Source: an optimization exercise on an open RTL-to-GDS flow (aim: small area, a short achievable clock period and few clock cycles per item). Production flows keep margins and buffers that such runs may drop.
In this exercise RTL edits were held to simulation tests only and were not proved equivalent to the original.

## v6
// RSA
module RSA #(
    parameter WIDTH = 16
)(
    input clk,
    input reset,
    input [WIDTH-1:0] Data,
    input [5:0] Key,
    input [WIDTH-1:0] N,
    output [WIDTH-1:0] Result,
    output Done
);
export LEC_CHECK = 0
export ABC_AREA = 1
export CAP_MARGIN = 20
export CORE_MARGIN = 2
export CORE_UTILIZATION = 40
export PLACE_DENSITY = 0.6
export SLEW_MARGIN = 20
export SYNTH_HIERARCHICAL = 1
create_clock -name core_clock -period 145.0 [get_ports {clk}]
standard.sh (not shown) runs the stock make flow with config.mk's settings and CLKGATE_MAP_FILE= SYNTH_SCRIPT=/design/flow/synth_recipe.tcl, a recipe that flattens the netlist after the stock synthesis.
==> flow/flow/run.sh <==
#!/bin/bash
# The standard layout with two changes; registers and constraints unchanged.
#  - Synthesis (hierarchical, as config.mk sets) extracts full/half adder cells
#    only in the top module RSA.  The small SRT-step and fix-up modules
#    (HSTEP, FIXUP in BRam.v) are left to ABC, which maps their short loop
#    much faster than a chain of adder cells.
#  - ORFS's repair_timing steps aim for a setup slack of 115 ns instead of 0,
#    so that sizing and buffering also work on the paths inside the design.
# ORFS's scripts are copied here so that only that one synthesis line differs.
set -euo pipefail
rm -rf scripts_sel
cp -r "$FLOW_HOME/scripts" scripts_sel
sed -i 's/^  extract_fa {\*}\[dont_use_extract_fa_args\]$/  extract_fa {*}[dont_use_extract_fa_args] RSA/' scripts_sel/synth.tcl
grep -q '^  extract_fa {\*}\[dont_use_extract_fa_args\] RSA$' scripts_sel/synth.tcl
bash standard.sh SCRIPTS_DIR="$PWD/scripts_sel" SETUP_SLACK_MARGIN=115 finish > flow_make.log 2>&1
v6 finished end to end and its layout was clean on timing, DRC and antenna.
Testbench counts of v6, summed over its fixed seeds: cycles 9,070, ops 1,200.
> inputs changed (v6 -> v7)
--- a/flow/design.v
+++ b/flow/design.v
@@ -12,24 +12,25 @@
     assign qm = H[4] & ~(H[3] & H[2] & H[1]);    
     wire [4:0] k = qp ? {3'b110, ~Nt} : qm ? {3'b001, Nt} : 5'd0;
     assign Hn = {H[3:0], 1'b0} + k + {4'd0, s} + {4'd0, c} + {3'd0, c2, 1'b0};
 endmodule
 module FIXUP (
     input [4:0] H,
     input [12:0] S,
     input [13:0] C,
     input [15:0] Nn,
     output [15:0] rc
 );
-    wire [18:0] r1 = {H[4], H, 13'd0} + {6'd0, S} + {5'd0, C};
-    wire [18:0] r2 = {H[4], H, 13'd0} + {6'd0, S} + {5'd0, C} + {3'b000, Nn};
+    wire [14:0] t = {2'd0, S} + {1'd0, C};
+    wire [18:0] r1 = {H[4], H, 13'd0} + {4'd0, t};
+    wire [18:0] r2 = r1 + {3'b000, Nn};
     assign rc = r1[18] ? r2[15:0] : r1[15:0];
 endmodule
 module RSA #(
     parameter WIDTH = 16
 )(
     input clk,
     input reset,
     input [WIDTH-1:0] Data,
     input [5:0] Key,
     input [WIDTH-1:0] N,
     output [WIDTH-1:0] Result,
@@ -49,24 +50,24 @@
     reg done;
     wire [3:0] s = Nr[15] ? 4'd0 : Nr[14] ? 4'd1 : Nr[13] ? 4'd2 : Nr[12] ? 4'd3 :
                    Nr[11] ? 4'd4 : Nr[10] ? 4'd5 : Nr[9]  ? 4'd6 : Nr[8]  ? 4'd7 :
                    Nr[7]  ? 4'd8 : Nr[6]  ? 4'd9 : Nr[5]  ? 4'd10 : Nr[4] ? 4'd11 :
                    Nr[3]  ? 4'd12 : Nr[2] ? 4'd13 : Nr[1]  ? 4'd14 : 4'd15;
     wire [15:0] Nn = Nr << s;       
     wire [2:0] msb = Kr[5] ? 3'd5 : Kr[4] ? 3'd4 : Kr[3] ? 3'd3 :
                      Kr[2] ? 3'd2 : Kr[1] ? 3'd1 : 3'd0;
     wire skip = first & (Dr < Nr) & (Kr[5:1] != 5'd0);
     wire me = first ? ~skip : mul;
     wire [2:0] je = first ? (skip ? msb - 3'd1 : msb) : j;
-    wire [15:0] A = (me | first) ? ((Kr == 6'd0) ? 16'd1 : Dr) : R;
-    wire [15:0] Bsrc = first ? (skip ? Dr : 16'd1) : R;
+    wire [15:0] A = (~done & (me | first)) ? ((Kr == 6'd0) ? 16'd1 : Dr) : R;
+    wire [15:0] Bsrc = first ? (skip ? Dr : 16'd1) : (done ? 16'd1 : R);
     wire [15:0] Bn = Bsrc << s;     
     wire [33:0] pp0 = {34{A[0]}} & ({18'd0, Bn} << 0);
     wire [33:0] pp1 = {34{A[1]}} & ({18'd0, Bn} << 1);
     wire [33:0] pp2 = {34{A[2]}} & ({18'd0, Bn} << 2);
     wire [33:0] pp3 = {34{A[3]}} & ({18'd0, Bn} << 3);
     wire [33:0] pp4 = {34{A[4]}} & ({18'd0, Bn} << 4);
     wire [33:0] pp5 = {34{A[5]}} & ({18'd0, Bn} << 5);
     wire [33:0] pp6 = {34{A[6]}} & ({18'd0, Bn} << 6);
     wire [33:0] pp7 = {34{A[7]}} & ({18'd0, Bn} << 7);
     wire [33:0] pp8 = {34{A[8]}} & ({18'd0, Bn} << 8);
     wire [33:0] pp9 = {34{A[9]}} & ({18'd0, Bn} << 9);
@@ -322,16 +323,16 @@
                     mul <= 1'b1;
                     j <= je;
                 end else if (je == 3'd0) done <= 1'b1;
                 else begin
                     j <= je - 3'd1;
                     mul <= 1'b0;
                 end
             end
         end
     end
     always @(posedge clk) begin
-        if (!done) R <= Rn;
+        R <= Rn;
     end
     assign Result = R;
     assign Done = done;
 endmodule
--- outcome ---
Post-route worst hold slack (v7 over v6): increase, 0.060 ns. Cmp v7 vs v6: final instance area lower in v7. v7 vs v6: number of multi-input combinational cells down. [compare] base=v6 new=v7: total placed instance area down 700 um^2, highest fanout seen on the critical path rose by 1. Clock skew across v7 and v6: no real change. In the route summary, v7 ends up with a via count below that of v6. Summary of v7 over v6: setup slack of the critical path after layout saw a decrease, first-pass GRT wire length now sits lower. v7 vs v6 — routed wire length dropped about 6%.
Testbench counts of v7, summed over its fixed seeds: cycles 9,070, ops 1,200.

==> what the ideal ports hide <==
Ports are ideal in the flow. The routed layouts listed here were re-timed in OpenROAD.
Step 1: set_driving_cell puts a clkbuf_16 on clk and a buf_2 on each other input, an assumption about the parent block.
Step 2 times the ports against the registers' clock, not the clock port: input delays grow and output delays shrink by t, the midpoint of the rising clock arrivals with the driver on.
Three values: ideal ports, drivers, drivers and shift; two values: the first two.
| run | t, ns | slack for setup (ns) | worst hold slack (ns) | latest minus earliest clock arrival (ns) | slew at the worst register clock pin (ns) |
|---|---|---|---|---|---|
| v6 | 0.366 | 115.011 / 114.976 / 115.104 | 0.504 / 0.504 / 0.504 | 0.008 / 0.007 | 0.06 / 0.06 |
| v7 | 0.367 | 114.999 / 114.964 / 115.085 | 0.564 / 0.564 / 0.564 | 0.008 / 0.009 | 0.06 / 0.06 |
After both steps setup and hold are still met in every run listed.
